From an optimization exercise on the open Yosys and OpenROAD flow, aimed at small area; shortcuts taken in it are not production practice.
The RTL of this run was laid out without a check of its function.
Power is estimated from default activity; no workload was simulated.

--- flow/config.mk ---
export PLATFORM = sky130hd
export DESIGN_NAME = luFactorizer
export DESIGN_NICKNAME = luFactorizer
export VERILOG_FILES = /design/flow/design.v
export SDC_FILE = /design/flow/constraint.sdc
export NUM_CORES = 4
export LEC_CHECK = 0
export CAP_MARGIN = 20
export CORE_MARGIN = 2
export CORE_UTILIZATION = 40
export CTS_BUF_LIST = sky130_fd_sc_hd__clkbuf_8
export SLEW_MARGIN = 20
--- flow/constraint.sdc ---
create_clock -name core_clock -period 8.0 [get_ports {clk}]
set_input_delay 1.6000 -clock core_clock [delete_from_list [all_inputs] [get_ports {clk}]]
set_output_delay 1.6000 -clock core_clock [all_outputs]
set_load 0.01 [all_outputs]
--- flow/design.v ---
`timescale 1ns / 1ps
module globalCounter(count,clk,rst);
input clk;
input rst;
output [4:0]count;
parameter limit = 21;
reg [4:0]countReg;
always@(posedge clk)
begin
	if(rst)
		countReg <= 0;
	else if(countReg == limit)
		countReg <= 0;
	else
		countReg <= countReg + 1;
end
assign count = countReg;
endmodule
module luFactorizer(clk,rst,a11,a12,a13,a14,a21,a22,a23,a24,a25,a31,a32,a33,a34,a35,a36,a41,a42,a43,a44,a45,a46,a47,a52,a53,a54,a55,a56,a57,a58,a63,a64,a65,a66,a67,a68,a74,a75,a76,a77,a78,a85,a86,a87,a88,lL1,lL2,lL3,uL1,uL2,uL3,uL4);
input clk;
input rst;
input [7:0] a11,a12,a13,a14,a21,a22,a23,a24,a25,a31,a32,a33,a34,a35,a36,a41,a42,a43,a44,a45,a46,a47,a52,a53,a54,a55,a56,a57,a58,a63,a64,a65,a66,a67,a68,a74,a75,a76,a77,a78,a85,a86,a87,a88;
output [7:0] lL1,lL2,lL3,uL1,uL2,uL3,uL4;
wire [4:0] count;
reg first;
globalCounter g1(count,clk,rst);
always @(posedge clk) first <= rst;
wire [5:0] st = {first,count};
wire s0 = (st == 6'd0) | (st == 6'd10) | (st == 6'd13) | (st == 6'd16) | (st == 6'd19) | (st == 6'd7);
wire s1 = (st == 6'd1) | (st == 6'd11) | (st == 6'd14) | (st == 6'd17) | (st == 6'd20) | (st == 6'd5) | (st == 6'd8);
wire s2 = (st == 6'd12) | (st == 6'd15) | (st == 6'd18) | (st == 6'd21) | (st == 6'd9);
wire s3 = (st == 6'd0) | (st == 6'd1) | (st == 6'd10) | (st == 6'd11) | (st == 6'd13) | (st == 6'd14) | (st == 6'd16) | (st == 6'd17) | (st == 6'd19) | (st == 6'd20) | (st == 6'd4) | (st == 6'd5) | (st == 6'd7) | (st == 6'd8);
wire s4 = (st == 6'd9);
wire s5 = (st == 6'd12);
wire s6 = (st == 6'd15);
wire s7 = (st == 6'd18);
wire s8 = (st == 6'd21);
wire s9 = (st == 6'd2);
wire s10 = (st == 6'd3);
wire s11 = (st == 6'd6);
wire s12 = (st == 6'd12) | (st == 6'd15) | (st == 6'd18) | (st == 6'd21) | (st == 6'd6) | (st == 6'd9);
wire s13 = (st == 6'd10) | (st == 6'd11) | (st == 6'd13) | (st == 6'd14) | (st == 6'd16) | (st == 6'd17) | (st == 6'd19) | (st == 6'd20) | (st == 6'd7) | (st == 6'd8);
wire s14 = (st == 6'd10) | (st == 6'd12) | (st == 6'd13) | (st == 6'd15) | (st == 6'd16) | (st == 6'd18) | (st == 6'd19) | (st == 6'd21) | (st == 6'd6) | (st == 6'd7) | (st == 6'd9);
wire s15 = (st == 6'd11) | (st == 6'd14) | (st == 6'd17) | (st == 6'd20) | (st == 6'd8);
wire s16 = (st == 6'd12) | (st == 6'd15) | (st == 6'd18) | (st == 6'd21) | (st == 6'd3) | (st == 6'd6) | (st == 6'd9);
wire s17 = (st == 6'd7);
wire s18 = (st == 6'd8);
wire s19 = (st == 6'd10);
wire s20 = (st == 6'd11);
wire s21 = (st == 6'd13);
wire s22 = (st == 6'd14);
wire s23 = (st == 6'd16);
wire s24 = (st == 6'd17);
wire s25 = (st == 6'd19);
wire s26 = (st == 6'd20);
wire s27 = (st == 6'd4);
wire s28 = (st == 6'd5);
wire s29 = (st == 6'd0) | (st == 6'd10) | (st == 6'd11) | (st == 6'd13) | (st == 6'd14) | (st == 6'd16) | (st == 6'd17) | (st == 6'd19) | (st == 6'd20) | (st == 6'd4) | (st == 6'd5) | (st == 6'd7) | (st == 6'd8);
wire s30 = (st == 6'd0) | (st == 6'd10) | (st == 6'd11) | (st == 6'd12) | (st == 6'd13) | (st == 6'd14) | (st == 6'd15) | (st == 6'd16) | (st == 6'd17) | (st == 6'd18) | (st == 6'd19) | (st == 6'd20) | (st == 6'd4) | (st == 6'd5) | (st == 6'd6) | (st == 6'd7) | (st == 6'd8) | (st == 6'd9);
wire s31 = (st == 6'd0) | (st == 6'b100000) | (st == 6'd1) | (st == 6'd10) | (st == 6'd11) | (st == 6'd12) | (st == 6'd13) | (st == 6'd14) | (st == 6'd15) | (st == 6'd16) | (st == 6'd17) | (st == 6'd18) | (st == 6'd19) | (st == 6'd2) | (st == 6'd20) | (st == 6'd21) | (st == 6'd3) | (st == 6'd4) | (st == 6'd5) | (st == 6'd6) | (st == 6'd7) | (st == 6'd8) | (st == 6'd9);
wire s32 = (st == 6'd10) | (st == 6'd11) | (st == 6'd12) | (st == 6'd13) | (st == 6'd14) | (st == 6'd15) | (st == 6'd16) | (st == 6'd17) | (st == 6'd18) | (st == 6'd19) | (st == 6'd2) | (st == 6'd20) | (st == 6'd21) | (st == 6'd3) | (st == 6'd4) | (st == 6'd5) | (st == 6'd6) | (st == 6'd7) | (st == 6'd8) | (st == 6'd9);
wire s33 = (st == 6'd0) | (st == 6'b100000);
wire s34 = (st == 6'd0) | (st == 6'b100000) | (st == 6'd12) | (st == 6'd15) | (st == 6'd18) | (st == 6'd6) | (st == 6'd9);
wire s35 = (st == 6'd12) | (st == 6'd15) | (st == 6'd18) | (st == 6'd6) | (st == 6'd9);
wire s36 = (st == 6'd11) | (st == 6'd14) | (st == 6'd17) | (st == 6'd20) | (st == 6'd5) | (st == 6'd8);
wire s37 = (st == 6'd0) | (st == 6'b100000) | (st == 6'd10) | (st == 6'd13) | (st == 6'd16) | (st == 6'd19) | (st == 6'd4) | (st == 6'd7);
wire s38 = (st == 6'd0) | (st == 6'd10) | (st == 6'd13) | (st == 6'd16) | (st == 6'd19) | (st == 6'd4) | (st == 6'd7);
wire s39 = (st == 6'd12) | (st == 6'd15) | (st == 6'd18) | (st == 6'd2) | (st == 6'd21) | (st == 6'd3) | (st == 6'd6) | (st == 6'd9);
wire s40 = (st == 6'd10) | (st == 6'd13) | (st == 6'd16) | (st == 6'd19) | (st == 6'd7);
wire s41 = (st == 6'd0) | (st == 6'd10) | (st == 6'd13) | (st == 6'd16) | (st == 6'd19) | (st == 6'd3) | (st == 6'd4) | (st == 6'd7);
reg [7:0] ACC1;
reg [7:0] ACC2;
reg [7:0] ACC3;
reg [7:0] H7;
reg [7:0] HY3;
reg [7:0] HY6;
reg [7:0] HY9;
reg [7:0] HZ6;
reg [7:0] HZ8;
reg [7:0] HZ9;
wire [7:0] U1_x = ({8{s0}} & HZ6) | ({8{s1}} & HZ8) | ({8{s2}} & H7);
wire [7:0] U1_y = ({8{s0}} & HY6) | ({8{s1}} & HY9) | ({8{s2}} & HY3);
wire [7:0] U1_zi = ({8{s3}} & ACC1) | ({8{s4}} & a44) | ({8{s5}} & a55) | ({8{s6}} & a66) | ({8{s7}} & a77) | ({8{s8}} & a88) | ({8{s9}} & H7) | ({8{s10}} & a22) | ({8{s11}} & a33);
wire U1_n = 1'b0;
wire [7:0] U1_r;
wire U1_w1 = 1'b1 ^ U1_zi[0] ^ ~(U1_x[0] & U1_y[0]); wire U1_w2 = (1'b1 & U1_zi[0]) | (1'b1 & ~(U1_x[0] & U1_y[0])) | (U1_zi[0] & ~(U1_x[0] & U1_y[0]));
assign U1_r[0] = U1_w1;
wire U1_w3 = 1'b1 ^ U1_zi[1] ^ ~(U1_x[0] & U1_y[1]); wire U1_w4 = (1'b1 & U1_zi[1]) | (1'b1 & ~(U1_x[0] & U1_y[1])) | (U1_zi[1] & ~(U1_x[0] & U1_y[1]));
wire U1_w5 = ~(U1_x[1] & U1_y[0]) ^ U1_w2 ^ U1_w3; wire U1_w6 = (~(U1_x[1] & U1_y[0]) & U1_w2) | (~(U1_x[1] & U1_y[0]) & U1_w3) | (U1_w2 & U1_w3);
assign U1_r[1] = U1_w5;
wire U1_w7 = 1'b1 ^ U1_zi[2] ^ ~(U1_x[0] & U1_y[2]); wire U1_w8 = (1'b1 & U1_zi[2]) | (1'b1 & ~(U1_x[0] & U1_y[2])) | (U1_zi[2] & ~(U1_x[0] & U1_y[2]));
wire U1_w9 = ~(U1_x[1] & U1_y[1]) ^ ~(U1_x[2] & U1_y[0]) ^ U1_w4; wire U1_w10 = (~(U1_x[1] & U1_y[1]) & ~(U1_x[2] & U1_y[0])) | (~(U1_x[1] & U1_y[1]) & U1_w4) | (~(U1_x[2] & U1_y[0]) & U1_w4);
wire U1_w11 = U1_w7 ^ U1_w6 ^ U1_w9; wire U1_w12 = (U1_w7 & U1_w6) | (U1_w7 & U1_w9) | (U1_w6 & U1_w9);
assign U1_r[2] = U1_w11;
wire U1_w13 = 1'b1 ^ U1_zi[3] ^ ~(U1_x[0] & U1_y[3]); wire U1_w14 = (1'b1 & U1_zi[3]) | (1'b1 & ~(U1_x[0] & U1_y[3])) | (U1_zi[3] & ~(U1_x[0] & U1_y[3]));
wire U1_w15 = ~(U1_x[1] & U1_y[2]) ^ ~(U1_x[2] & U1_y[1]) ^ ~(U1_x[3] & U1_y[0]); wire U1_w16 = (~(U1_x[1] & U1_y[2]) & ~(U1_x[2] & U1_y[1])) | (~(U1_x[1] & U1_y[2]) & ~(U1_x[3] & U1_y[0])) | (~(U1_x[2] & U1_y[1]) & ~(U1_x[3] & U1_y[0]));
wire U1_w17 = U1_w8 ^ U1_w13 ^ U1_w15; wire U1_w18 = (U1_w8 & U1_w13) | (U1_w8 & U1_w15) | (U1_w13 & U1_w15);
wire U1_w19 = U1_w10 ^ U1_w17 ^ U1_w12; wire U1_w20 = (U1_w10 & U1_w17) | (U1_w10 & U1_w12) | (U1_w17 & U1_w12);
assign U1_r[3] = U1_w19;
wire U1_w21 = 1'b1 ^ U1_zi[4] ^ ~(U1_x[0] & U1_y[4]); wire U1_w22 = (1'b1 & U1_zi[4]) | (1'b1 & ~(U1_x[0] & U1_y[4])) | (U1_zi[4] & ~(U1_x[0] & U1_y[4]));
wire U1_w23 = ~(U1_x[1] & U1_y[3]) ^ ~(U1_x[2] & U1_y[2]) ^ ~(U1_x[3] & U1_y[1]); wire U1_w24 = (~(U1_x[1] & U1_y[3]) & ~(U1_x[2] & U1_y[2])) | (~(U1_x[1] & U1_y[3]) & ~(U1_x[3] & U1_y[1])) | (~(U1_x[2] & U1_y[2]) & ~(U1_x[3] & U1_y[1]));
wire U1_w25 = ~(U1_x[4] & U1_y[0]) ^ U1_w14 ^ U1_w16; wire U1_w26 = (~(U1_x[4] & U1_y[0]) & U1_w14) | (~(U1_x[4] & U1_y[0]) & U1_w16) | (U1_w14 & U1_w16);
wire U1_w27 = U1_w21 ^ U1_w23 ^ U1_w18; wire U1_w28 = (U1_w21 & U1_w23) | (U1_w21 & U1_w18) | (U1_w23 & U1_w18);
wire U1_w29 = U1_w25 ^ U1_w27 ^ U1_w20; wire U1_w30 = (U1_w25 & U1_w27) | (U1_w25 & U1_w20) | (U1_w27 & U1_w20);
assign U1_r[4] = U1_w29;
wire U1_w31 = 1'b1 ^ U1_zi[5] ^ ~(U1_x[0] & U1_y[5]); wire U1_w32 = (1'b1 & U1_zi[5]) | (1'b1 & ~(U1_x[0] & U1_y[5])) | (U1_zi[5] & ~(U1_x[0] & U1_y[5]));
wire U1_w33 = ~(U1_x[1] & U1_y[4]) ^ ~(U1_x[2] & U1_y[3]) ^ ~(U1_x[3] & U1_y[2]); wire U1_w34 = (~(U1_x[1] & U1_y[4]) & ~(U1_x[2] & U1_y[3])) | (~(U1_x[1] & U1_y[4]) & ~(U1_x[3] & U1_y[2])) | (~(U1_x[2] & U1_y[3]) & ~(U1_x[3] & U1_y[2]));
wire U1_w35 = ~(U1_x[4] & U1_y[1]) ^ ~(U1_x[5] & U1_y[0]) ^ U1_w22; wire U1_w36 = (~(U1_x[4] & U1_y[1]) & ~(U1_x[5] & U1_y[0])) | (~(U1_x[4] & U1_y[1]) & U1_w22) | (~(U1_x[5] & U1_y[0]) & U1_w22);
wire U1_w37 = U1_w24 ^ U1_w31 ^ U1_w33; wire U1_w38 = (U1_w24 & U1_w31) | (U1_w24 & U1_w33) | (U1_w31 & U1_w33);
wire U1_w39 = U1_w26 ^ U1_w35 ^ U1_w37; wire U1_w40 = (U1_w26 & U1_w35) | (U1_w26 & U1_w37) | (U1_w35 & U1_w37);
wire U1_w41 = U1_w28 ^ U1_w39 ^ U1_w30; wire U1_w42 = (U1_w28 & U1_w39) | (U1_w28 & U1_w30) | (U1_w39 & U1_w30);
assign U1_r[5] = U1_w41;
wire U1_w43 = 1'b1 ^ U1_zi[6] ^ ~(U1_x[0] & U1_y[6]); wire U1_w44 = (1'b1 & U1_zi[6]) | (1'b1 & ~(U1_x[0] & U1_y[6])) | (U1_zi[6] & ~(U1_x[0] & U1_y[6]));
wire U1_w45 = ~(U1_x[1] & U1_y[5]) ^ ~(U1_x[2] & U1_y[4]) ^ ~(U1_x[3] & U1_y[3]); wire U1_w46 = (~(U1_x[1] & U1_y[5]) & ~(U1_x[2] & U1_y[4])) | (~(U1_x[1] & U1_y[5]) & ~(U1_x[3] & U1_y[3])) | (~(U1_x[2] & U1_y[4]) & ~(U1_x[3] & U1_y[3]));
wire U1_w47 = ~(U1_x[4] & U1_y[2]) ^ ~(U1_x[5] & U1_y[1]) ^ ~(U1_x[6] & U1_y[0]); wire U1_w48 = (~(U1_x[4] & U1_y[2]) & ~(U1_x[5] & U1_y[1])) | (~(U1_x[4] & U1_y[2]) & ~(U1_x[6] & U1_y[0])) | (~(U1_x[5] & U1_y[1]) & ~(U1_x[6] & U1_y[0]));
wire U1_w49 = U1_w32 ^ U1_w34 ^ U1_w43; wire U1_w50 = (U1_w32 & U1_w34) | (U1_w32 & U1_w43) | (U1_w34 & U1_w43);
wire U1_w51 = U1_w45 ^ U1_w47 ^ U1_w36; wire U1_w52 = (U1_w45 & U1_w47) | (U1_w45 & U1_w36) | (U1_w47 & U1_w36);
wire U1_w53 = U1_w38 ^ U1_w49 ^ U1_w51; wire U1_w54 = (U1_w38 & U1_w49) | (U1_w38 & U1_w51) | (U1_w49 & U1_w51);
wire U1_w55 = U1_w40 ^ U1_w53 ^ U1_w42; wire U1_w56 = (U1_w40 & U1_w53) | (U1_w40 & U1_w42) | (U1_w53 & U1_w42);
assign U1_r[6] = U1_w55;
wire U1_w57 = 1'b1 ^ U1_zi[7] ^ ~(U1_x[0] & U1_y[7]);
wire U1_w58 = ~(U1_x[1] & U1_y[6]) ^ ~(U1_x[2] & U1_y[5]) ^ ~(U1_x[3] & U1_y[4]);
wire U1_w59 = ~(U1_x[4] & U1_y[3]) ^ ~(U1_x[5] & U1_y[2]) ^ ~(U1_x[6] & U1_y[1]);
wire U1_w60 = ~(U1_x[7] & U1_y[0]) ^ U1_w44 ^ U1_w46;
wire U1_w61 = U1_w48 ^ U1_w57 ^ U1_w58;
wire U1_w62 = U1_w59 ^ U1_w50 ^ U1_w60;
wire U1_w63 = U1_w61 ^ U1_w52 ^ U1_w62;
wire U1_w64 = U1_w54 ^ U1_w63 ^ U1_w56;
assign U1_r[7] = U1_w64;
wire [7:0] U1_o = U1_r;
wire [7:0] U2_x = ({8{s12}} & HY6) | ({8{s13}} & HY3);
wire [7:0] U2_y = ({8{s14}} & HZ8) | ({8{s15}} & HZ6);
wire [7:0] U2_zi = ({8{s16}} & ACC2) | ({8{s17}} & a42) | ({8{s18}} & a43) | ({8{s19}} & a53) | ({8{s20}} & a54) | ({8{s21}} & a64) | ({8{s22}} & a65) | ({8{s23}} & a75) | ({8{s24}} & a76) | ({8{s25}} & a86) | ({8{s26}} & a87) | ({8{s9}} & a21) | ({8{s27}} & a31) | ({8{s28}} & a32);
wire U2_n = 1'b0;
wire [7:0] U2_r;
wire U2_w1 = 1'b1 ^ U2_zi[0] ^ ~(U2_x[0] & U2_y[0]); wire U2_w2 = (1'b1 & U2_zi[0]) | (1'b1 & ~(U2_x[0] & U2_y[0])) | (U2_zi[0] & ~(U2_x[0] & U2_y[0]));
assign U2_r[0] = U2_w1;
wire U2_w3 = 1'b1 ^ U2_zi[1] ^ ~(U2_x[0] & U2_y[1]); wire U2_w4 = (1'b1 & U2_zi[1]) | (1'b1 & ~(U2_x[0] & U2_y[1])) | (U2_zi[1] & ~(U2_x[0] & U2_y[1]));
wire U2_w5 = ~(U2_x[1] & U2_y[0]) ^ U2_w2 ^ U2_w3; wire U2_w6 = (~(U2_x[1] & U2_y[0]) & U2_w2) | (~(U2_x[1] & U2_y[0]) & U2_w3) | (U2_w2 & U2_w3);
assign U2_r[1] = U2_w5;
wire U2_w7 = 1'b1 ^ U2_zi[2] ^ ~(U2_x[0] & U2_y[2]); wire U2_w8 = (1'b1 & U2_zi[2]) | (1'b1 & ~(U2_x[0] & U2_y[2])) | (U2_zi[2] & ~(U2_x[0] & U2_y[2]));
wire U2_w9 = ~(U2_x[1] & U2_y[1]) ^ ~(U2_x[2] & U2_y[0]) ^ U2_w4; wire U2_w10 = (~(U2_x[1] & U2_y[1]) & ~(U2_x[2] & U2_y[0])) | (~(U2_x[1] & U2_y[1]) & U2_w4) | (~(U2_x[2] & U2_y[0]) & U2_w4);
wire U2_w11 = U2_w7 ^ U2_w6 ^ U2_w9; wire U2_w12 = (U2_w7 & U2_w6) | (U2_w7 & U2_w9) | (U2_w6 & U2_w9);
assign U2_r[2] = U2_w11;
wire U2_w13 = 1'b1 ^ U2_zi[3] ^ ~(U2_x[0] & U2_y[3]); wire U2_w14 = (1'b1 & U2_zi[3]) | (1'b1 & ~(U2_x[0] & U2_y[3])) | (U2_zi[3] & ~(U2_x[0] & U2_y[3]));
wire U2_w15 = ~(U2_x[1] & U2_y[2]) ^ ~(U2_x[2] & U2_y[1]) ^ ~(U2_x[3] & U2_y[0]); wire U2_w16 = (~(U2_x[1] & U2_y[2]) & ~(U2_x[2] & U2_y[1])) | (~(U2_x[1] & U2_y[2]) & ~(U2_x[3] & U2_y[0])) | (~(U2_x[2] & U2_y[1]) & ~(U2_x[3] & U2_y[0]));
wire U2_w17 = U2_w8 ^ U2_w13 ^ U2_w15; wire U2_w18 = (U2_w8 & U2_w13) | (U2_w8 & U2_w15) | (U2_w13 & U2_w15);
wire U2_w19 = U2_w10 ^ U2_w17 ^ U2_w12; wire U2_w20 = (U2_w10 & U2_w17) | (U2_w10 & U2_w12) | (U2_w17 & U2_w12);
assign U2_r[3] = U2_w19;
wire U2_w21 = 1'b1 ^ U2_zi[4] ^ ~(U2_x[0] & U2_y[4]); wire U2_w22 = (1'b1 & U2_zi[4]) | (1'b1 & ~(U2_x[0] & U2_y[4])) | (U2_zi[4] & ~(U2_x[0] & U2_y[4]));
wire U2_w23 = ~(U2_x[1] & U2_y[3]) ^ ~(U2_x[2] & U2_y[2]) ^ ~(U2_x[3] & U2_y[1]); wire U2_w24 = (~(U2_x[1] & U2_y[3]) & ~(U2_x[2] & U2_y[2])) | (~(U2_x[1] & U2_y[3]) & ~(U2_x[3] & U2_y[1])) | (~(U2_x[2] & U2_y[2]) & ~(U2_x[3] & U2_y[1]));
wire U2_w25 = ~(U2_x[4] & U2_y[0]) ^ U2_w14 ^ U2_w16; wire U2_w26 = (~(U2_x[4] & U2_y[0]) & U2_w14) | (~(U2_x[4] & U2_y[0]) & U2_w16) | (U2_w14 & U2_w16);
wire U2_w27 = U2_w21 ^ U2_w23 ^ U2_w18; wire U2_w28 = (U2_w21 & U2_w23) | (U2_w21 & U2_w18) | (U2_w23 & U2_w18);
wire U2_w29 = U2_w25 ^ U2_w27 ^ U2_w20; wire U2_w30 = (U2_w25 & U2_w27) | (U2_w25 & U2_w20) | (U2_w27 & U2_w20);
assign U2_r[4] = U2_w29;
wire U2_w31 = 1'b1 ^ U2_zi[5] ^ ~(U2_x[0] & U2_y[5]); wire U2_w32 = (1'b1 & U2_zi[5]) | (1'b1 & ~(U2_x[0] & U2_y[5])) | (U2_zi[5] & ~(U2_x[0] & U2_y[5]));
wire U2_w33 = ~(U2_x[1] & U2_y[4]) ^ ~(U2_x[2] & U2_y[3]) ^ ~(U2_x[3] & U2_y[2]); wire U2_w34 = (~(U2_x[1] & U2_y[4]) & ~(U2_x[2] & U2_y[3])) | (~(U2_x[1] & U2_y[4]) & ~(U2_x[3] & U2_y[2])) | (~(U2_x[2] & U2_y[3]) & ~(U2_x[3] & U2_y[2]));
wire U2_w35 = ~(U2_x[4] & U2_y[1]) ^ ~(U2_x[5] & U2_y[0]) ^ U2_w22; wire U2_w36 = (~(U2_x[4] & U2_y[1]) & ~(U2_x[5] & U2_y[0])) | (~(U2_x[4] & U2_y[1]) & U2_w22) | (~(U2_x[5] & U2_y[0]) & U2_w22);
wire U2_w37 = U2_w24 ^ U2_w31 ^ U2_w33; wire U2_w38 = (U2_w24 & U2_w31) | (U2_w24 & U2_w33) | (U2_w31 & U2_w33);
wire U2_w39 = U2_w26 ^ U2_w35 ^ U2_w37; wire U2_w40 = (U2_w26 & U2_w35) | (U2_w26 & U2_w37) | (U2_w35 & U2_w37);
wire U2_w41 = U2_w28 ^ U2_w39 ^ U2_w30; wire U2_w42 = (U2_w28 & U2_w39) | (U2_w28 & U2_w30) | (U2_w39 & U2_w30);
assign U2_r[5] = U2_w41;
wire U2_w43 = 1'b1 ^ U2_zi[6] ^ ~(U2_x[0] & U2_y[6]); wire U2_w44 = (1'b1 & U2_zi[6]) | (1'b1 & ~(U2_x[0] & U2_y[6])) | (U2_zi[6] & ~(U2_x[0] & U2_y[6]));
wire U2_w45 = ~(U2_x[1] & U2_y[5]) ^ ~(U2_x[2] & U2_y[4]) ^ ~(U2_x[3] & U2_y[3]); wire U2_w46 = (~(U2_x[1] & U2_y[5]) & ~(U2_x[2] & U2_y[4])) | (~(U2_x[1] & U2_y[5]) & ~(U2_x[3] & U2_y[3])) | (~(U2_x[2] & U2_y[4]) & ~(U2_x[3] & U2_y[3]));
wire U2_w47 = ~(U2_x[4] & U2_y[2]) ^ ~(U2_x[5] & U2_y[1]) ^ ~(U2_x[6] & U2_y[0]); wire U2_w48 = (~(U2_x[4] & U2_y[2]) & ~(U2_x[5] & U2_y[1])) | (~(U2_x[4] & U2_y[2]) & ~(U2_x[6] & U2_y[0])) | (~(U2_x[5] & U2_y[1]) & ~(U2_x[6] & U2_y[0]));
wire U2_w49 = U2_w32 ^ U2_w34 ^ U2_w43; wire U2_w50 = (U2_w32 & U2_w34) | (U2_w32 & U2_w43) | (U2_w34 & U2_w43);
wire U2_w51 = U2_w45 ^ U2_w47 ^ U2_w36; wire U2_w52 = (U2_w45 & U2_w47) | (U2_w45 & U2_w36) | (U2_w47 & U2_w36);
wire U2_w53 = U2_w38 ^ U2_w49 ^ U2_w51; wire U2_w54 = (U2_w38 & U2_w49) | (U2_w38 & U2_w51) | (U2_w49 & U2_w51);
wire U2_w55 = U2_w40 ^ U2_w53 ^ U2_w42; wire U2_w56 = (U2_w40 & U2_w53) | (U2_w40 & U2_w42) | (U2_w53 & U2_w42);
assign U2_r[6] = U2_w55;
wire U2_w57 = 1'b1 ^ U2_zi[7] ^ ~(U2_x[0] & U2_y[7]);
wire U2_w58 = ~(U2_x[1] & U2_y[6]) ^ ~(U2_x[2] & U2_y[5]) ^ ~(U2_x[3] & U2_y[4]);
wire U2_w59 = ~(U2_x[4] & U2_y[3]) ^ ~(U2_x[5] & U2_y[2]) ^ ~(U2_x[6] & U2_y[1]);
wire U2_w60 = ~(U2_x[7] & U2_y[0]) ^ U2_w44 ^ U2_w46;
wire U2_w61 = U2_w48 ^ U2_w57 ^ U2_w58;
wire U2_w62 = U2_w59 ^ U2_w50 ^ U2_w60;
wire U2_w63 = U2_w61 ^ U2_w52 ^ U2_w62;
wire U2_w64 = U2_w54 ^ U2_w63 ^ U2_w56;
assign U2_r[7] = U2_w64;
wire [7:0] U2_o = U2_r;
wire [7:0] U3_x = ({8{s12}} & HZ6) | ({8{s13}} & H7);
wire [7:0] U3_y = ({8{s14}} & HY9) | ({8{s15}} & HY6);
wire [7:0] U3_zi = ({8{s16}} & ACC3) | ({8{s17}} & a24) | ({8{s18}} & a34) | ({8{s19}} & a35) | ({8{s20}} & a45) | ({8{s21}} & a46) | ({8{s22}} & a56) | ({8{s23}} & a57) | ({8{s24}} & a67) | ({8{s25}} & a68) | ({8{s26}} & a78) | ({8{s9}} & a12) | ({8{s27}} & a13) | ({8{s28}} & a23);
wire U3_n = 1'b0;
wire [7:0] U3_r;
wire U3_w1 = 1'b1 ^ U3_zi[0] ^ ~(U3_x[0] & U3_y[0]); wire U3_w2 = (1'b1 & U3_zi[0]) | (1'b1 & ~(U3_x[0] & U3_y[0])) | (U3_zi[0] & ~(U3_x[0] & U3_y[0]));
assign U3_r[0] = U3_w1;
wire U3_w3 = 1'b1 ^ U3_zi[1] ^ ~(U3_x[0] & U3_y[1]); wire U3_w4 = (1'b1 & U3_zi[1]) | (1'b1 & ~(U3_x[0] & U3_y[1])) | (U3_zi[1] & ~(U3_x[0] & U3_y[1]));
wire U3_w5 = ~(U3_x[1] & U3_y[0]) ^ U3_w2 ^ U3_w3; wire U3_w6 = (~(U3_x[1] & U3_y[0]) & U3_w2) | (~(U3_x[1] & U3_y[0]) & U3_w3) | (U3_w2 & U3_w3);
assign U3_r[1] = U3_w5;
wire U3_w7 = 1'b1 ^ U3_zi[2] ^ ~(U3_x[0] & U3_y[2]); wire U3_w8 = (1'b1 & U3_zi[2]) | (1'b1 & ~(U3_x[0] & U3_y[2])) | (U3_zi[2] & ~(U3_x[0] & U3_y[2]));
wire U3_w9 = ~(U3_x[1] & U3_y[1]) ^ ~(U3_x[2] & U3_y[0]) ^ U3_w4; wire U3_w10 = (~(U3_x[1] & U3_y[1]) & ~(U3_x[2] & U3_y[0])) | (~(U3_x[1] & U3_y[1]) & U3_w4) | (~(U3_x[2] & U3_y[0]) & U3_w4);
wire U3_w11 = U3_w7 ^ U3_w6 ^ U3_w9; wire U3_w12 = (U3_w7 & U3_w6) | (U3_w7 & U3_w9) | (U3_w6 & U3_w9);
assign U3_r[2] = U3_w11;
wire U3_w13 = 1'b1 ^ U3_zi[3] ^ ~(U3_x[0] & U3_y[3]); wire U3_w14 = (1'b1 & U3_zi[3]) | (1'b1 & ~(U3_x[0] & U3_y[3])) | (U3_zi[3] & ~(U3_x[0] & U3_y[3]));
wire U3_w15 = ~(U3_x[1] & U3_y[2]) ^ ~(U3_x[2] & U3_y[1]) ^ ~(U3_x[3] & U3_y[0]); wire U3_w16 = (~(U3_x[1] & U3_y[2]) & ~(U3_x[2] & U3_y[1])) | (~(U3_x[1] & U3_y[2]) & ~(U3_x[3] & U3_y[0])) | (~(U3_x[2] & U3_y[1]) & ~(U3_x[3] & U3_y[0]));
wire U3_w17 = U3_w8 ^ U3_w13 ^ U3_w15; wire U3_w18 = (U3_w8 & U3_w13) | (U3_w8 & U3_w15) | (U3_w13 & U3_w15);
wire U3_w19 = U3_w10 ^ U3_w17 ^ U3_w12; wire U3_w20 = (U3_w10 & U3_w17) | (U3_w10 & U3_w12) | (U3_w17 & U3_w12);
assign U3_r[3] = U3_w19;
wire U3_w21 = 1'b1 ^ U3_zi[4] ^ ~(U3_x[0] & U3_y[4]); wire U3_w22 = (1'b1 & U3_zi[4]) | (1'b1 & ~(U3_x[0] & U3_y[4])) | (U3_zi[4] & ~(U3_x[0] & U3_y[4]));
wire U3_w23 = ~(U3_x[1] & U3_y[3]) ^ ~(U3_x[2] & U3_y[2]) ^ ~(U3_x[3] & U3_y[1]); wire U3_w24 = (~(U3_x[1] & U3_y[3]) & ~(U3_x[2] & U3_y[2])) | (~(U3_x[1] & U3_y[3]) & ~(U3_x[3] & U3_y[1])) | (~(U3_x[2] & U3_y[2]) & ~(U3_x[3] & U3_y[1]));
wire U3_w25 = ~(U3_x[4] & U3_y[0]) ^ U3_w14 ^ U3_w16; wire U3_w26 = (~(U3_x[4] & U3_y[0]) & U3_w14) | (~(U3_x[4] & U3_y[0]) & U3_w16) | (U3_w14 & U3_w16);
wire U3_w27 = U3_w21 ^ U3_w23 ^ U3_w18; wire U3_w28 = (U3_w21 & U3_w23) | (U3_w21 & U3_w18) | (U3_w23 & U3_w18);
wire U3_w29 = U3_w25 ^ U3_w27 ^ U3_w20; wire U3_w30 = (U3_w25 & U3_w27) | (U3_w25 & U3_w20) | (U3_w27 & U3_w20);
assign U3_r[4] = U3_w29;
wire U3_w31 = 1'b1 ^ U3_zi[5] ^ ~(U3_x[0] & U3_y[5]); wire U3_w32 = (1'b1 & U3_zi[5]) | (1'b1 & ~(U3_x[0] & U3_y[5])) | (U3_zi[5] & ~(U3_x[0] & U3_y[5]));
wire U3_w33 = ~(U3_x[1] & U3_y[4]) ^ ~(U3_x[2] & U3_y[3]) ^ ~(U3_x[3] & U3_y[2]); wire U3_w34 = (~(U3_x[1] & U3_y[4]) & ~(U3_x[2] & U3_y[3])) | (~(U3_x[1] & U3_y[4]) & ~(U3_x[3] & U3_y[2])) | (~(U3_x[2] & U3_y[3]) & ~(U3_x[3] & U3_y[2]));
wire U3_w35 = ~(U3_x[4] & U3_y[1]) ^ ~(U3_x[5] & U3_y[0]) ^ U3_w22; wire U3_w36 = (~(U3_x[4] & U3_y[1]) & ~(U3_x[5] & U3_y[0])) | (~(U3_x[4] & U3_y[1]) & U3_w22) | (~(U3_x[5] & U3_y[0]) & U3_w22);
wire U3_w37 = U3_w24 ^ U3_w31 ^ U3_w33; wire U3_w38 = (U3_w24 & U3_w31) | (U3_w24 & U3_w33) | (U3_w31 & U3_w33);
wire U3_w39 = U3_w26 ^ U3_w35 ^ U3_w37; wire U3_w40 = (U3_w26 & U3_w35) | (U3_w26 & U3_w37) | (U3_w35 & U3_w37);
wire U3_w41 = U3_w28 ^ U3_w39 ^ U3_w30; wire U3_w42 = (U3_w28 & U3_w39) | (U3_w28 & U3_w30) | (U3_w39 & U3_w30);
assign U3_r[5] = U3_w41;
wire U3_w43 = 1'b1 ^ U3_zi[6] ^ ~(U3_x[0] & U3_y[6]); wire U3_w44 = (1'b1 & U3_zi[6]) | (1'b1 & ~(U3_x[0] & U3_y[6])) | (U3_zi[6] & ~(U3_x[0] & U3_y[6]));
wire U3_w45 = ~(U3_x[1] & U3_y[5]) ^ ~(U3_x[2] & U3_y[4]) ^ ~(U3_x[3] & U3_y[3]); wire U3_w46 = (~(U3_x[1] & U3_y[5]) & ~(U3_x[2] & U3_y[4])) | (~(U3_x[1] & U3_y[5]) & ~(U3_x[3] & U3_y[3])) | (~(U3_x[2] & U3_y[4]) & ~(U3_x[3] & U3_y[3]));
wire U3_w47 = ~(U3_x[4] & U3_y[2]) ^ ~(U3_x[5] & U3_y[1]) ^ ~(U3_x[6] & U3_y[0]); wire U3_w48 = (~(U3_x[4] & U3_y[2]) & ~(U3_x[5] & U3_y[1])) | (~(U3_x[4] & U3_y[2]) & ~(U3_x[6] & U3_y[0])) | (~(U3_x[5] & U3_y[1]) & ~(U3_x[6] & U3_y[0]));
wire U3_w49 = U3_w32 ^ U3_w34 ^ U3_w43; wire U3_w50 = (U3_w32 & U3_w34) | (U3_w32 & U3_w43) | (U3_w34 & U3_w43);
wire U3_w51 = U3_w45 ^ U3_w47 ^ U3_w36; wire U3_w52 = (U3_w45 & U3_w47) | (U3_w45 & U3_w36) | (U3_w47 & U3_w36);
wire U3_w53 = U3_w38 ^ U3_w49 ^ U3_w51; wire U3_w54 = (U3_w38 & U3_w49) | (U3_w38 & U3_w51) | (U3_w49 & U3_w51);
wire U3_w55 = U3_w40 ^ U3_w53 ^ U3_w42; wire U3_w56 = (U3_w40 & U3_w53) | (U3_w40 & U3_w42) | (U3_w53 & U3_w42);
assign U3_r[6] = U3_w55;
wire U3_w57 = 1'b1 ^ U3_zi[7] ^ ~(U3_x[0] & U3_y[7]);
wire U3_w58 = ~(U3_x[1] & U3_y[6]) ^ ~(U3_x[2] & U3_y[5]) ^ ~(U3_x[3] & U3_y[4]);
wire U3_w59 = ~(U3_x[4] & U3_y[3]) ^ ~(U3_x[5] & U3_y[2]) ^ ~(U3_x[6] & U3_y[1]);
wire U3_w60 = ~(U3_x[7] & U3_y[0]) ^ U3_w44 ^ U3_w46;
wire U3_w61 = U3_w48 ^ U3_w57 ^ U3_w58;
wire U3_w62 = U3_w59 ^ U3_w50 ^ U3_w60;
wire U3_w63 = U3_w61 ^ U3_w52 ^ U3_w62;
wire U3_w64 = U3_w54 ^ U3_w63 ^ U3_w56;
assign U3_r[7] = U3_w64;
wire [7:0] U3_o = U3_r;
wire [7:0] U4_x = ({8{s29}} & ACC2) | ({8{s11}} & a41) | ({8{s4}} & a52) | ({8{s5}} & a63) | ({8{s6}} & a74) | ({8{s7}} & a85);
wire [7:0] U4_y = ({8{s30}} & HZ9);
wire [7:0] U4_zi = 8'd0;
wire U4_n = 1'b0;
wire [7:0] U4_r;
wire U4_w1 = U4_zi[0] ^ (U4_x[0] & U4_y[0]); wire U4_w2 = U4_zi[0] & (U4_x[0] & U4_y[0]);
assign U4_r[0] = U4_w1;
wire U4_w3 = U4_zi[1] ^ (U4_x[0] & U4_y[1]) ^ (U4_x[1] & U4_y[0]); wire U4_w4 = (U4_zi[1] & (U4_x[0] & U4_y[1])) | (U4_zi[1] & (U4_x[1] & U4_y[0])) | ((U4_x[0] & U4_y[1]) & (U4_x[1] & U4_y[0]));
wire U4_w5 = U4_w2 ^ U4_w3; wire U4_w6 = U4_w2 & U4_w3;
assign U4_r[1] = U4_w5;
wire U4_w7 = U4_zi[2] ^ (U4_x[0] & U4_y[2]) ^ (U4_x[1] & U4_y[1]); wire U4_w8 = (U4_zi[2] & (U4_x[0] & U4_y[2])) | (U4_zi[2] & (U4_x[1] & U4_y[1])) | ((U4_x[0] & U4_y[2]) & (U4_x[1] & U4_y[1]));
wire U4_w9 = (U4_x[2] & U4_y[0]) ^ U4_w4 ^ U4_w7; wire U4_w10 = ((U4_x[2] & U4_y[0]) & U4_w4) | ((U4_x[2] & U4_y[0]) & U4_w7) | (U4_w4 & U4_w7);
wire U4_w11 = U4_w6 ^ U4_w9; wire U4_w12 = U4_w6 & U4_w9;
assign U4_r[2] = U4_w11;
wire U4_w13 = U4_zi[3] ^ (U4_x[0] & U4_y[3]) ^ (U4_x[1] & U4_y[2]); wire U4_w14 = (U4_zi[3] & (U4_x[0] & U4_y[3])) | (U4_zi[3] & (U4_x[1] & U4_y[2])) | ((U4_x[0] & U4_y[3]) & (U4_x[1] & U4_y[2]));
wire U4_w15 = (U4_x[2] & U4_y[1]) ^ (U4_x[3] & U4_y[0]) ^ U4_w8; wire U4_w16 = ((U4_x[2] & U4_y[1]) & (U4_x[3] & U4_y[0])) | ((U4_x[2] & U4_y[1]) & U4_w8) | ((U4_x[3] & U4_y[0]) & U4_w8);
wire U4_w17 = U4_w13 ^ U4_w10 ^ U4_w15; wire U4_w18 = (U4_w13 & U4_w10) | (U4_w13 & U4_w15) | (U4_w10 & U4_w15);
wire U4_w19 = U4_w12 ^ U4_w17; wire U4_w20 = U4_w12 & U4_w17;
assign U4_r[3] = U4_w19;
wire U4_w21 = U4_zi[4] ^ (U4_x[0] & U4_y[4]) ^ (U4_x[1] & U4_y[3]); wire U4_w22 = (U4_zi[4] & (U4_x[0] & U4_y[4])) | (U4_zi[4] & (U4_x[1] & U4_y[3])) | ((U4_x[0] & U4_y[4]) & (U4_x[1] & U4_y[3]));
wire U4_w23 = (U4_x[2] & U4_y[2]) ^ (U4_x[3] & U4_y[1]) ^ (U4_x[4] & U4_y[0]); wire U4_w24 = ((U4_x[2] & U4_y[2]) & (U4_x[3] & U4_y[1])) | ((U4_x[2] & U4_y[2]) & (U4_x[4] & U4_y[0])) | ((U4_x[3] & U4_y[1]) & (U4_x[4] & U4_y[0]));
wire U4_w25 = U4_w14 ^ U4_w21 ^ U4_w23; wire U4_w26 = (U4_w14 & U4_w21) | (U4_w14 & U4_w23) | (U4_w21 & U4_w23);
wire U4_w27 = U4_w16 ^ U4_w25 ^ U4_w18; wire U4_w28 = (U4_w16 & U4_w25) | (U4_w16 & U4_w18) | (U4_w25 & U4_w18);
wire U4_w29 = U4_w20 ^ U4_w27; wire U4_w30 = U4_w20 & U4_w27;
assign U4_r[4] = U4_w29;
wire U4_w31 = U4_zi[5] ^ (U4_x[0] & U4_y[5]) ^ (U4_x[1] & U4_y[4]); wire U4_w32 = (U4_zi[5] & (U4_x[0] & U4_y[5])) | (U4_zi[5] & (U4_x[1] & U4_y[4])) | ((U4_x[0] & U4_y[5]) & (U4_x[1] & U4_y[4]));
wire U4_w33 = (U4_x[2] & U4_y[3]) ^ (U4_x[3] & U4_y[2]) ^ (U4_x[4] & U4_y[1]); wire U4_w34 = ((U4_x[2] & U4_y[3]) & (U4_x[3] & U4_y[2])) | ((U4_x[2] & U4_y[3]) & (U4_x[4] & U4_y[1])) | ((U4_x[3] & U4_y[2]) & (U4_x[4] & U4_y[1]));
wire U4_w35 = (U4_x[5] & U4_y[0]) ^ U4_w22 ^ U4_w24; wire U4_w36 = ((U4_x[5] & U4_y[0]) & U4_w22) | ((U4_x[5] & U4_y[0]) & U4_w24) | (U4_w22 & U4_w24);
wire U4_w37 = U4_w31 ^ U4_w33 ^ U4_w26; wire U4_w38 = (U4_w31 & U4_w33) | (U4_w31 & U4_w26) | (U4_w33 & U4_w26);
wire U4_w39 = U4_w35 ^ U4_w37 ^ U4_w28; wire U4_w40 = (U4_w35 & U4_w37) | (U4_w35 & U4_w28) | (U4_w37 & U4_w28);
wire U4_w41 = U4_w30 ^ U4_w39; wire U4_w42 = U4_w30 & U4_w39;
assign U4_r[5] = U4_w41;
wire U4_w43 = U4_zi[6] ^ (U4_x[0] & U4_y[6]) ^ (U4_x[1] & U4_y[5]); wire U4_w44 = (U4_zi[6] & (U4_x[0] & U4_y[6])) | (U4_zi[6] & (U4_x[1] & U4_y[5])) | ((U4_x[0] & U4_y[6]) & (U4_x[1] & U4_y[5]));
wire U4_w45 = (U4_x[2] & U4_y[4]) ^ (U4_x[3] & U4_y[3]) ^ (U4_x[4] & U4_y[2]); wire U4_w46 = ((U4_x[2] & U4_y[4]) & (U4_x[3] & U4_y[3])) | ((U4_x[2] & U4_y[4]) & (U4_x[4] & U4_y[2])) | ((U4_x[3] & U4_y[3]) & (U4_x[4] & U4_y[2]));
wire U4_w47 = (U4_x[5] & U4_y[1]) ^ (U4_x[6] & U4_y[0]) ^ U4_w32; wire U4_w48 = ((U4_x[5] & U4_y[1]) & (U4_x[6] & U4_y[0])) | ((U4_x[5] & U4_y[1]) & U4_w32) | ((U4_x[6] & U4_y[0]) & U4_w32);
wire U4_w49 = U4_w34 ^ U4_w43 ^ U4_w45; wire U4_w50 = (U4_w34 & U4_w43) | (U4_w34 & U4_w45) | (U4_w43 & U4_w45);
wire U4_w51 = U4_w36 ^ U4_w47 ^ U4_w49; wire U4_w52 = (U4_w36 & U4_w47) | (U4_w36 & U4_w49) | (U4_w47 & U4_w49);
wire U4_w53 = U4_w38 ^ U4_w51 ^ U4_w40; wire U4_w54 = (U4_w38 & U4_w51) | (U4_w38 & U4_w40) | (U4_w51 & U4_w40);
wire U4_w55 = U4_w42 ^ U4_w53; wire U4_w56 = U4_w42 & U4_w53;
assign U4_r[6] = U4_w55;
wire U4_w57 = U4_zi[7] ^ (U4_x[0] & U4_y[7]) ^ (U4_x[1] & U4_y[6]);
wire U4_w58 = (U4_x[2] & U4_y[5]) ^ (U4_x[3] & U4_y[4]) ^ (U4_x[4] & U4_y[3]);
wire U4_w59 = (U4_x[5] & U4_y[2]) ^ (U4_x[6] & U4_y[1]) ^ (U4_x[7] & U4_y[0]);
wire U4_w60 = U4_w44 ^ U4_w46 ^ U4_w57;
wire U4_w61 = U4_w58 ^ U4_w59 ^ U4_w48;
wire U4_w62 = U4_w50 ^ U4_w60 ^ U4_w61;
wire U4_w63 = U4_w52 ^ U4_w62 ^ U4_w54;
wire U4_w64 = U4_w56 ^ U4_w63;
assign U4_r[7] = U4_w64;
wire [7:0] U4_o = U4_r ^ {8{U4_n}};
wire [7:0] ACC1_d = ({8{s31}} & U1_o);
always @(posedge clk) ACC1 <= U1_o;
wire [7:0] ACC2_d = ({8{s32}} & U2_o);
always @(posedge clk) ACC2 <= U2_o;
wire [7:0] ACC3_d = ({8{s32}} & U3_o);
always @(posedge clk) ACC3 <= U3_o;
wire [7:0] H7_d = ({8{s33}} & a11) | ({8{s11}} & a14) | ({8{s4}} & a25) | ({8{s5}} & a36) | ({8{s6}} & a47) | ({8{s7}} & a58);
wire H7_en = s34;
always @(posedge clk) if (H7_en) H7 <= H7_d;
wire [7:0] HY3_d = ({8{s35}} & U4_o);
wire HY3_en = s35;
always @(posedge clk) if (HY3_en) HY3 <= HY3_d;
wire [7:0] HY6_d = ({8{s36}} & U4_o);
wire HY6_en = s36;
always @(posedge clk) if (HY6_en) HY6 <= HY6_d;
wire [7:0] HY9_d = ({8{s37}} & U4_o);
wire HY9_en = s37;
always @(posedge clk) if (HY9_en) HY9 <= HY9_d;
wire [7:0] HZ6_d = ({8{s36}} & ACC3);
wire HZ6_en = s36;
always @(posedge clk) if (HZ6_en) HZ6 <= HZ6_d;
wire [7:0] HZ8_d = ({8{s38}} & ACC3);
wire HZ8_en = s37;
always @(posedge clk) if (HZ8_en) HZ8 <= HZ8_d;
wire [7:0] HZ9_d = ({8{s39}} & ACC1);
wire HZ9_en = s39;
always @(posedge clk) if (HZ9_en) HZ9 <= HZ9_d;
wire [7:0] lL1_w = ({8{s40}} & HY3);
assign lL1 = lL1_w;
wire [7:0] lL2_w = ({8{s12}} & HY6);
assign lL2 = lL2_w;
wire [7:0] lL3_w = ({8{s1}} & HY9);
assign lL3 = lL3_w;
wire [7:0] uL1_w = ({8{s41}} & HZ9);
assign uL1 = uL1_w;
wire [7:0] uL2_w = ({8{s1}} & HZ8);
assign uL2 = uL2_w;
wire [7:0] uL3_w = ({8{s12}} & HZ6);
assign uL3 = uL3_w;
wire [7:0] uL4_w = ({8{s40}} & H7);
assign uL4 = uL4_w;
endmodule
--- flow/flow/run.sh ---
#!/bin/bash
set -euo pipefail
cd "$(dirname "$0")/.."
bash standard.sh BUFFER_PORTS_ARGS="-buffer_cell sky130_fd_sc_hd__buf_1" finish > make_finish.log 2>&1
--- flow/standard.sh ---
#!/bin/bash
# synth_recipe.tcl (not shown) runs the flow's synth.tcl, then flattens the netlist and writes it again
# the make line also repeats each setting of config.mk as NAME=value (left out here)
make -C /OpenROAD-flow-scripts/flow DESIGN_CONFIG=/design/flow/config.mk WORK_HOME=/design/flow/orfs CLKGATE_MAP_FILE= SYNTH_SCRIPT=/design/flow/synth_recipe.tcl "${@:-finish}"
==> impl_results.md <==
- Clock slew at reported path FFs: 100 ps
- Hold_sp: g1.countReg[0]
- Simple-gate portion of the synthesized area: 20.6%
- DR WL met3: 4.77 mm
- Critical Path Start Type: flop
- Final Skew: 18.7 ps
- First element of the critical path: g1.countReg[3]
- Async SR Flop Fraction: 0%
- Clk Latency, worst-skew pair: 400 ps
- Final slew viol count: 0
- CP max stage cell: dfxtp_1
- Hold Path Class: flop to flop
- # nets final: 1,899
- WL per Instance: 22.8 um
- GRT Resource Usage Total: 31.5%
- Proportion of synthesized area in mux cells: 0.424%
- Most common cell after layout, fill and taps aside: buf_1
- Fin crit share: 86.2%
- FP Rows: 56
- Total number of vias: 10,126
- Post-synth EDFFs: 56
- # IOs: 410
- DRT Pass-1 Iters: 9
- Max VDD drop: 0.0822 mV
- Synth cell types: 64
- GP Congestion: 1.01
- Hold EP: g1.countReg[0]
- Syn. warnings: 2
- Area growth syn-to-layout: 23.0%
- Pleak: 4.25 nW
- Starting density of the core: 40.4%
- Routed Antenna Nets: 0
- Worst rel slew slack: 32.9%
- Worst path cell trace: mux2_4, a22oi_4, nand4_1, a21oi_1, nor2_1, ha_1, fa_1, inv_1, fa_1, fa_1, fa_1, fa_1, fa_1, xnor2_1, xnor2_1, xnor2_1, xnor2_1, xnor2_1, xnor2_1, xnor2_1
- Largest net degree at the start of global routing: 36
- Grt total ovfl: 0
- Share of cells above drive strength 1: 6.32%
- Mapped Nets: 1,504
- Max Buffers Root-to-Sink: 2
- Pwr per Cell Area: 107 nW/um^2
- Final WS setup: 1110 ps
- Die ar.: 24,800 um^2
- Hold_buf cts: 0
- Reg-to-reg endpoint: ACC3[7]
- Iter 0 DRT Violations: 1,388
- Total wire length: 40.2 mm
- Max Fclk: 145 MHz
- Synth Instances: 1,041
- Core ar.: 23,300 um^2
- Metal2 WL: 17.5 mm
- Hold Crit Depth: 1
- FF+latch count, synth: 86
- Postcts setup bufs: 0
- Reg2Reg Depth: 20
- Die height: 158 um
- Adder-cell area share of the yosys netlist: 20.7%
- Crit path time final: 6890 ps
- Worst setup path class: flop to flop
- Post-DP Area: 11,400 um^2
- Max cap viols: 0
- Crit end category: flop
- Number of global-route vias before repair: 9,679
- Post-synthesis cell area: 9440 um^2
- Sequential fraction of the synthesis area: 24.2%
- Largest family of logic cells by synthesized area: compound AO/OA/AOI/OAI gates
- Yosys top cell by area: edfxtp_1
- Critical Path Max Stage Delay: 880 ps
- Mapped Avg Cell Area: 9.06 um^2
- Setup Viol. Count Final: 0
- CTS buffer count: 9
- Via-to-Cell Ratio: 5.75
- Most frequent cells in the layout: 409 x buf_1, 129 x nor2_1, 123 x a22oi_1
- Largest cells by area after synthesis: edfxtp_1 18%, fa_1 17%, a22oi_1 9.8%
- Reg-to-reg slack, setup: 1110 ps
- WP data arrival: 7180 ps
- Initial antenna violation count: 1
- Max layer used: met4
- CTS Root Cell: clkbuf_8
- Area fraction of the dominant cell type after synthesis: 17.8%
- Die W: 158 um
- CP Buf/Inv Count: 1
- RSZ-0062 raised after global routing: false
- Design Area, Final: 11,600 um^2
- DP Wirelength: 33.0 mm
- Post-synth top flop: edfxtp_1
- Pre-CTS setup slack: 1150 ps
- Worst path most repeated cell: xnor2_1
- CTS resizes: 0
- Worst-margin pin slew: 1010 ps
- Setup_tns: 0 ps
- R2R Path Start: g1.countReg[3]
- Status: timing/DRC/antenna clean
- TritonCTS clock tree: yes
- WL met1: 17.0 mm
- Clock Sinks: 86
- IO Port Bufs: 409
- CP delay by family, top: adder cells
- Post-Synth XOR/XNOR Area: 5.77%
- # H-tree levels: 3
- Final hold viol count: 0
- WP data required: 8290 ps
- Compound-Gate Fraction of Synth Area: 22.6%
- First-pass GRT wire length: 57.9 mm
- Crit-path max FO: 21
- DR DRC count: 0
## worst reg2reg max path: stages, from the launching register on
cell and delay (ps):
dfxtp_1 880, mux2_4 370, a22oi_4 230, nand4_1 690
a21oi_1 760, nor2_1 120, ha_1 230, fa_1 480
inv_1 50, fa_1 370, fa_1 380, fa_1 390
fa_1 380, fa_1 380, xnor2_1 220, xnor2_1 160
xnor2_1 160, xnor2_1 150, xnor2_1 150, xnor2_1 160
xnor2_1 90
## cell type report
| type | count | area, um^2 |
|---|---|---|
| Fill cell | 2316 | 11700 |
| Multi-Input combinational cell | 823 | 6630 |
| Sequential cell | 86 | 2280 |
| Timing Repair Buffer | 444 | 1800 |
| Tap cell | 319 | 399 |
| Inverter | 72 | 270 |
| Clock buffer | 9 | 124 |
| Clock inverter | 7 | 103 |
| Antenna cell | 1 | 2.50 |
## per-layer routing
layer / vias to the layer above / global-route usage, %
met5: - / 0
met4: 0 / 7.53
met3: 66 / 9.36
met2: 658 / 46.7
met1: 4830 / 45.2
li1: 4572 / -
## cell families after synthesis
group	count (synthesis)
compound gates	276
xor+xnor	59
fa+ha+maj	109
buf+inv	132
flops	86
mux	3
simple gates	376
## worst max path at each step
stage | endpoint | slack [ps] | cells after the start
2_1_floorplan | ACC2[7] | 1950 | 23
3_3_place_gp | ACC3[7] | 1350 | 20
3_5_place_dp | ACC3[7] | 1150 | 20
4_1_cts | ACC3[7] | 1160 | 20
5_1_grt | ACC3[7] | 750 | 20
6_report | ACC3[7] | 1110 | 20
## sequential cells by signal, summed over array words and instances (netlist names)
| signal | count |
|---|---|
| HZ6 | 8 |
| ACC2 | 8 |
| first | 1 |
| HY6 | 8 |
| HZ9 | 8 |
| ACC1 | 8 |
| ACC3 | 8 |
| H7 | 8 |
| HY3 | 8 |
| g1.countReg | 5 |
| HY9 | 8 |
| HZ8 | 8 |
## cells in the mapped netlist (all sizes together), types with 2 or more instances
cell type and number:
o21ai 14, or3b 4, or2 16, nand2 37
inv 72, dfxtp 30, edfxtp 56, and2 98
a22o 13, xnor3 2, nor2 135, a221oi 37
xor2 13, fa 78, or3 2, a21boi 4
and3b 2, nor2b 15, clkbuf 38, nand2b 4
mux2 2, a22oi 125, and3 3, xnor2 44
a211oi 4, ha 31, o21a 5, a21oi 38
nand3 39, a222oi 30, nor4b 3, nand4 10
nor3 3, buf 22
## through the flow
step	cells	total power (W)	hold slack [ps]	util, %
after floorplan	1041	0.000718	444	-
after global placement	1744	0.000874	464	48.8
after detailed placement	1744	0.000877	474	48.8
after CTS	1760	0.00124	497	49.7
after global routing	1760	0.00130	535	49.7
final	1761	0.00125	500	49.8
## power by group
group | leakage [nW] | internal (W) | total (W) | switching, W
clock | 0.117 | 0.000181 | 0.000374 | 0.000193
sequential | 0.790 | 0.000520 | 0.000567 | 0.0000471
combinational | 3.35 | 0.000129 | 0.000306 | 0.000177

-- static timing again, ports no longer ideal --
How much do the figures lean on ideal ports? The routed layout below was timed once more, with nothing changed but the port constraints. Step 1 (the two cells are an assumption about what drives the block):
set clk [get_ports {clk}]
set_driving_cell -lib_cell sky130_fd_sc_hd__clkbuf_16 $clk
set_driving_cell -lib_cell sky130_fd_sc_hd__buf_2 [delete_from_list [all_inputs] $clk]
Step 2 moves the port delays by t, midway between the first and last clock arrival at a register: inputs arrive t later, outputs are due t later. That takes back most of the time a late clock gives input paths. Slacks: ideal / step 1 / step 2; pairs: ideal / step 1.
shift t [ns]: 0.432
slack for setup (ns): 1.106 / 1.106 / 1.106
worst setup path at the end: register to register
latest minus earliest clock arrival (ns): 0.019 / 0.019
After both steps setup and hold are still met in this run. The setup slack of this run moves by 0.000 ns with the drivers and by 0.000 ns with both steps.
